Background: an optimization exercise with open tools, aiming at small area, a short achievable clock period and few clock cycles. Do not read the settings as production practice.
In this exercise RTL edits were held to simulation tests only and were not proved equivalent to the original.

==> design/flow/design.v <==
module LASER (
    input CLK,
    input RST,
    input [3:0] X,
    input [3:0] Y,
    output reg [3:0] C1X,
    output reg [3:0] C1Y,
    output reg [3:0] C2X,
    output reg [3:0] C2Y,
    output reg DONE
);
    localparam P  = 16;               
    localparam NG = 256 / P;         
    localparam GW = 4;
    reg        loading;
    reg [5:0]  lcnt;
    reg        fc;                   
    reg        ev;                   
    reg        dr;                   
    reg [1:0]  sweep;
    reg [GW-1:0] g;
    reg          s1v;
    reg [GW-1:0] s1g;
    reg [5:0]    cnt [0:P-1];
    reg [5:0]    best;
    reg [3:0] px [0:39];
    reg [3:0] py [0:39];
    reg       fm [0:39];
    wire [3:0] fx = (sweep == 2'd1) ? 4'd0 : (sweep == 2'd2) ? C1X : C2X;
    wire [3:0] fy = (sweep == 2'd1) ? 4'd0 : (sweep == 2'd2) ? C1Y : C2Y;
    wire [7:0] gbase = {g, 4'd0};
    wire [3:0] cy = fc ? fy : g;
    wire [39:0] fnew;
    wire [15:0] hit [0:39];
    genvar i, j;
    generate
        for (i = 0; i < 40; i = i + 1) begin : pt
            lpt u (.px(px[i]), .py(py[i]), .fm(fm[i]), .cy(cy), .fx(fx), .hit(hit[i]), .fnew(fnew[i]));
        end
    endgenerate
    integer k;
    always @(posedge CLK) begin
        for (k = 0; k < 39; k = k + 1) begin
            px[k] <= px[k+1];
            py[k] <= py[k+1];
            fm[k] <= fc ? fnew[k+1] : fm[k+1];
        end
        px[39] <= loading ? X : px[0];
        py[39] <= loading ? Y : py[0];
        fm[39] <= fc ? fnew[0] : fm[0];
    end
    generate
        for (j = 0; j < P; j = j + 1) begin : pc
            wire [39:0] col;
            for (i = 0; i < 40; i = i + 1) begin : cb
                assign col[i] = hit[i][j];
            end
            wire [5:0] s;
            lpc u (.v(col), .s(s));
            always @(posedge CLK) cnt[j] <= s;
        end
    endgenerate
    wire [7:0] s1base = s1g * P;
    wire       lastg  = (s1g == NG - 1);
    reg        tv [0:2*P-2];
    reg [5:0]  tc [0:2*P-2];
    reg [7:0]  tp [0:2*P-2];
    integer n;
    always @(*) begin
        for (n = 0; n < P; n = n + 1) begin
            tc[P-1+n] = cnt[n];
            tp[P-1+n] = s1base + n;
            tv[P-1+n] = !((sweep == 2'd2) && (s1base + n == 0)) && !(s1base + n == 255);
        end
        for (n = P - 2; n >= 0; n = n - 1) begin
            if (tv[2*n+2] && (!tv[2*n+1] || tc[2*n+2] > tc[2*n+1])) begin
                tv[n] = 1'b1; tc[n] = tc[2*n+2]; tp[n] = tp[2*n+2];
            end else begin
                tv[n] = tv[2*n+1]; tc[n] = tc[2*n+1]; tp[n] = tp[2*n+1];
            end
        end
    end
    wire [5:0] c255 = cnt[P-1];
    wire wupd = s1v && tv[0] && (tc[0] > best);
    wire supd = s1v && lastg && (sweep != 2'd3) && (c255 > best) && (!tv[0] || c255 > tc[0]);
    always @(posedge CLK) begin
        if (RST) begin
            loading <= 1'b1;
            lcnt <= 6'd0;
            fc <= 1'b0; ev <= 1'b0; dr <= 1'b0; s1v <= 1'b0;
            DONE <= 1'b0;
        end else if (DONE) begin
            loading <= 1'b1;
            lcnt <= 6'd0;
            DONE <= 1'b0;
        end else begin
            if (loading) begin
                lcnt <= lcnt + 6'd1;
                if (lcnt == 6'd39) begin
                    loading <= 1'b0;
                    fc <= 1'b1;
                    sweep <= 2'd1;
                end
            end
            if (fc) begin
                fc <= 1'b0;
                ev <= 1'b1;
                g <= 0;
            end
            if (ev) begin
                g <= g + 1'b1;
                if (g == NG - 1) begin
                    ev <= 1'b0;
                    dr <= 1'b1;
                end
            end
            s1v <= ev;
            s1g <= g;
            if (dr) begin
                dr <= 1'b0;
                if (sweep == 2'd3) DONE <= 1'b1;
                else begin
                    sweep <= sweep + 2'd1;
                    fc <= 1'b1;
                end
            end
        end
    end
    always @(posedge CLK) begin
        if (fc && sweep == 2'd1) begin
            best <= 6'd0;
            C1X <= 4'd0; C1Y <= 4'd0; C2X <= 4'd0; C2Y <= 4'd0;
        end else begin
            if (wupd) begin
                best <= tc[0];
                if (sweep == 2'd2) begin C2X <= tp[0][3:0]; C2Y <= tp[0][7:4]; end
                else begin C1X <= tp[0][3:0]; C1Y <= tp[0][7:4]; end
            end
            if (supd) begin
                best <= c255;
                if (sweep == 2'd1) begin C2X <= 4'd15; C2Y <= 4'd15; end
                else begin C1X <= 4'd15; C1Y <= 4'd15; end
            end
        end
    end
endmodule
module lpc(input [39:0] v, output reg [5:0] s);
    integer m;
    always @(*) begin
        s = 6'd0;
        for (m = 0; m < 40; m = m + 1) s = s + v[m];
    end
endmodule
module lpt(input [3:0] px, input [3:0] py, input fm, input [3:0] cy, input [3:0] fx, output [15:0] hit, output fnew);
    genvar j;
    wire [4:0] d = {1'b0, py} - {1'b0, cy};
    reg v;
    reg [2:0] r;
    always @(*) begin
        v = 1'b1;
        case (d)
            5'd0: r = 3'd4;
            5'd1, 5'd2, 5'd31, 5'd30: r = 3'd3;
            5'd3, 5'd29: r = 3'd2;
            5'd4, 5'd28: r = 3'd0;
            default: begin r = 3'd0; v = 1'b0; end
        endcase
    end
    wire [4:0] hs = {1'b0, px} + {2'b00, r};
    wire [4:0] ls = {1'b0, px} - {2'b00, r};
    wire [3:0] hi = hs[4] ? 4'd15 : hs[3:0];
    wire [3:0] lo = ls[4] ? 4'd0 : ls[3:0];
    wire [15:0] th, tl;
    therm t0 (.x(hi), .t(th));
    therm t1 (.x(lo), .t(tl));
    wire [16:0] tl1 = {1'b0, tl};
    for (j = 0; j < 16; j = j + 1) begin : sl
        assign hit[j] = fm | (v & th[j] & ~tl1[j + 1]);
    end
    assign fnew = v & (fx <= hi) & (fx >= lo);
endmodule
module therm(input [3:0] x, output [15:0] t);
    genvar j;
    wire [1:0] a = x[3:2];
    wire [1:0] b = x[1:0];
    wire [3:0] bge = {b[1] & b[0], b[1], b[1] | b[0], 1'b1};
    wire [3:0] agt = {1'b0, a[1] & a[0], a[1], a[1] | a[0]};
    wire [3:0] aeq = {a[1] & a[0], a[1] & ~a[0], ~a[1] & a[0], ~a[1] & ~a[0]};
    for (j = 0; j < 16; j = j + 1) begin : tb
        assign t[j] = agt[j / 4] | (aeq[j / 4] & bge[j % 4]);
    end
endmodule
==> design/flow/run.sh <==
#!/bin/bash
# synth_recipe.tcl (not shown) runs the flow's synth.tcl, then flattens the netlist and writes it again
# the make line also repeats each setting of config.mk as NAME=value (left out here)
make -C /OpenROAD-flow-scripts/flow DESIGN_CONFIG=/design/flow/config.mk WORK_HOME=/design/flow/orfs CLKGATE_MAP_FILE= SYNTH_SCRIPT=/design/flow/synth_recipe.tcl finish
==> design/flow/config.mk <==
export PLATFORM = sky130hd
export DESIGN_NAME = LASER
export DESIGN_NICKNAME = LASER
export VERILOG_FILES = /design/flow/design.v
export SDC_FILE = /design/flow/constraint.sdc
export NUM_CORES = 4
export LEC_CHECK = 0
export CAP_MARGIN = 20
export CORE_MARGIN = 2
export CORE_UTILIZATION = 45
export GPL_ROUTABILITY_DRIVEN = 0
export GPL_TIMING_DRIVEN = 0
export SLEW_MARGIN = 20
==> design/flow/constraint.sdc <==
create_clock -name core_clock -period 22.0 [get_ports {CLK}]
set_input_delay 4.4000 -clock core_clock [delete_from_list [all_inputs] [get_ports {CLK}]]
set_output_delay 4.4000 -clock core_clock [all_outputs]
set_load 0.01 [all_outputs]
==> run summary <==
per-stage QoR:
| stage | utilization, % | hold slack, ns | cells |
|---|---|---|---|
| after floorplan | - | 0.326 | 8103 |
| after global placement | 47.0 | 0.336 | 10100 |
| after detailed placement | 47.7 | 0.334 | 10100 |
| after CTS | 49.3 | 0.350 | 10200 |
| after global routing | 49.3 | 0.356 | 10200 |
| final | 49.3 | 0.351 | 10200 |
cell type report:
type | count | area share, %
diodes | 2 | 0.00680
plain buffers | 196 | 1.04
clock buffers | 79 | 2.49
clock inverters | 45 | 0.733
inverters | 1155 | 5.89
multi-input cells | 6252 | 71.1
flip-flops and latches | 500 | 13.7
well taps | 1944 | 3.30
repair buffers | 66 | 1.66
layer usage:
| metal | GRT usage [%] | up-vias | wire length (µm) |
|---|---|---|---|
| met1 | 40.0 | 28200 | 100000 |
| met5 | 0.159 | - | 23 |
| met4 | 19.4 | 4 | 17200 |
| met3 | 6.88 | 604 | 22200 |
| li1 | - | 27900 | - |
| met2 | 47.6 | 2637 | 102000 |
final timing paths:
path	end	from
worst max-delay path	cnt[3][4]	register
worst min-delay path	px[30][2]	px[31][2]
worst max register to register	cnt[3][4]	register
worst min register to register	px[30][2]	px[31][2]
cells in the mapped netlist, types with 17 or more instances:
library cell  instances
a21o_1              339
a21oi_1             877
a22o_1               42
a22oi_1              37
a31o_2               53
a31oi_1             104
a41oi_1              51
and2_1               42
and3_1               45
buf_1                35
clkbuf_1            155
dfxtp_1             490
fa_1                576
ha_1               1106
inv_1              1154
maj3_1               40
mux2i_1              75
nand2_1             495
nand2b_1            167
nand3_1              96
nor2_1              652
nor2b_1             152
nor3_1               87
o211ai_1             23
o21a_1               46
o21ai_0             299
o21ai_1              17
o21bai_1            115
o22ai_1              56
o41ai_1              47
or2_2               101
or3_1                37
xnor2_1             172
xor2_1               92
worst reg2reg max path: cells and delay by family, from the launching register on:
family / cells / cell delay [ns]
XOR/XNOR: 3 / 0.49
multiplexers: 1 / 0.33
flip-flops: 1 / 0.47
AND/OR/NAND/NOR: 5 / 1.00
adder cells (fa/ha/maj): 12 / 5.81
AO/OA/AOI/OAI: 8 / 2.04
buffers and inverters: 12 / 2.73
sequential cells by signal, indices dropped and copies added (netlist names), 4 cells and up, named ones only:
name and cells:
best 6, py 160, C2Y 4, C1X 4
fm 40, px 160, C1Y 4, s1g 4
C2X 4, cnt 96, lcnt 6, g 4
cells by family (layout without fill, tap and decap cells):
| kind of cell | after synthesis | after routing |
|---|---|---|
| AOI/OAI and AO/OA | 2235 | 2235 |
| xor gates and xnor gates | 264 | 264 |
| adders and majority gates | 1722 | 1722 |
| buffers and inverters | 1351 | 1541 |
| DFF | 500 | 500 |
| muxes | 93 | 93 |
| other | 0 | 2 |
| and+or+nand+nor | 1938 | 1938 |
==> summary.txt <==
Post-synth top area cell - ha_1
Total grt overflow - 0
Nets - 9931
R2R depth - 41
Top cell type's share of synthesized area - 20.5%
CP arrival - 13.58 ns
Total GRT Usage - 31.2%
Syn Std Cell Area - 0.0674 mm²
Place WS - 9.00 ns
Syn Nets - 9795
Initial Util - 45.2%
CTS H-tree lvls - 3
First-pass GRT wire length - 356000 µm
Proportion of synthesized area in mux cells - 1.42%
Layout Skew - 0.0471 ns
Sum Neg Setup Slack - 0 ns
Largest stage delay on the critical path - 0.68 ns
Hold Path Depth - 0
Drt total wl - 241000 µm
CP top delay family - adder cells
Post-synth cell types - 93
CTS Buf Count - 68
R2R Setup Slk - 9.03 ns
Antenna violations before repair - 14
Hold buffer count at cts - 0
DRC errors left - 0
Max FO, Critical Path - 10
Clk Latency, worst-skew pair - 0.70 ns
Share of cells above drive strength 1 - 4.75%
Kind of critical path - register to register
Top post-synthesis cells by area - ha_1 (21%), fa_1 (17%), dfxtp_1 (15%)
Mapped Cells - 8103
CP endpoint kind - register
Core area - 0.149 mm²
Final hold vios - 0
Slew Viols, Final - 0
Clock slew at reported path FFs - 0.07 ns
IO Pins - 27
Vias in the first global route - 57.1k
Worst hold path class - register to register
Synth Area in Compound Gates - 20.9%
XOR/XNOR share of the synthesized area - 3.43%
Synth warn - 17
Synth Area in Adders - 38.2%
# rows - 142
Cell Area, Placed - 0.0712 mm²
Die Span X - 391 µm
Critical path buffers and inverters - 12
Vias/cell - 5.80
Die height - 391 µm
Register area share after synthesis - 15.0%
CP startpoint kind - register
Unrepaired setup endpoints after global routing - no
Post-synthesis average cell area - 8.32 µm²
Sink Count - 500
PortBufs - 26
Async set-reset flop share out of synthesis - 0%
Commonest non-fill, non-tap cell in the layout - inv_1
Largest net degree at the start of global routing - 37
DP HPWL - 205000 µm
Die area - 0.153 mm²
Multi-input logic area - 0.0524 mm²
Crit path max-delay cell type - fa_1
WP depth - 41
Routed vias - 59.4k
Synth-to-Final Area Change - 9.12%
CTS tree - done
Synth Register Bits - 500
DR iter-0 viols - 6097
Routed len/inst - 23.6 µm
Register area - 0.0101 mm²
Run status - finished clean
Fin worst setup slack - 9.03 ns
DRT antenna net count - 0
Post-synth EDFFs - 10
Fin crit period - 12.97 ns
Rel. slew slack - 18.3%
CTS root buffer - clkbuf_16
Post-CTS Repair Setup Buffers - 0
Largest family of logic cells by synthesized area - adder cells
Clock Tree Buf Depth - 3
Final setup fails - 0
Period utilization - 59.0%
Simple-gate share of the synthesized area - 13.6%
Post-route cell area - 0.0736 mm²
Fmax - 77.1 MHz
Worst Max-Slew Pin Slew - 1.23 ns
Most frequent CP cell - fa_1
DR pass1 iterations - 6
Req. time, crit path - 22.60 ns
Fill cells - 14.3k
Max Cap Viol - 0
Post-CTS sizing - 0
Synth Flop Type - dfxtp_1
Most frequent cells in the layout - inv_1 (1154), ha_1 (1106), a21oi_1 (873)
Testbench counts, summed over its fixed seeds: cycles 12,152.

==> what the ideal ports hide <==
The flow's constraints put no driver on any port. The routed layout listed below was extracted and timed again, unchanged, in two steps.
Step 1 assumes that a clkbuf_16 drives the clock port and a buf_2 every other input.
Step 2 times the ports against the registers' clock, not the clock port: input delays grow and output delays shrink by t, the midpoint of the rising clock arrivals with the driver on.
Slacks: no drivers / after step 1 / after step 2; pairs: no drivers / after step 1.
shift t [ns]: 0.761
setup WS [ns]: 9.026 / 9.026 / 9.026
worst setup path after step 2: register to register
latest minus earliest clock arrival (ns): 0.051 / 0.052
After both steps setup and hold are still met in this run. For this run, drivers alone change the setup slack by 0.000 ns; drivers and shift together by 0.000 ns.
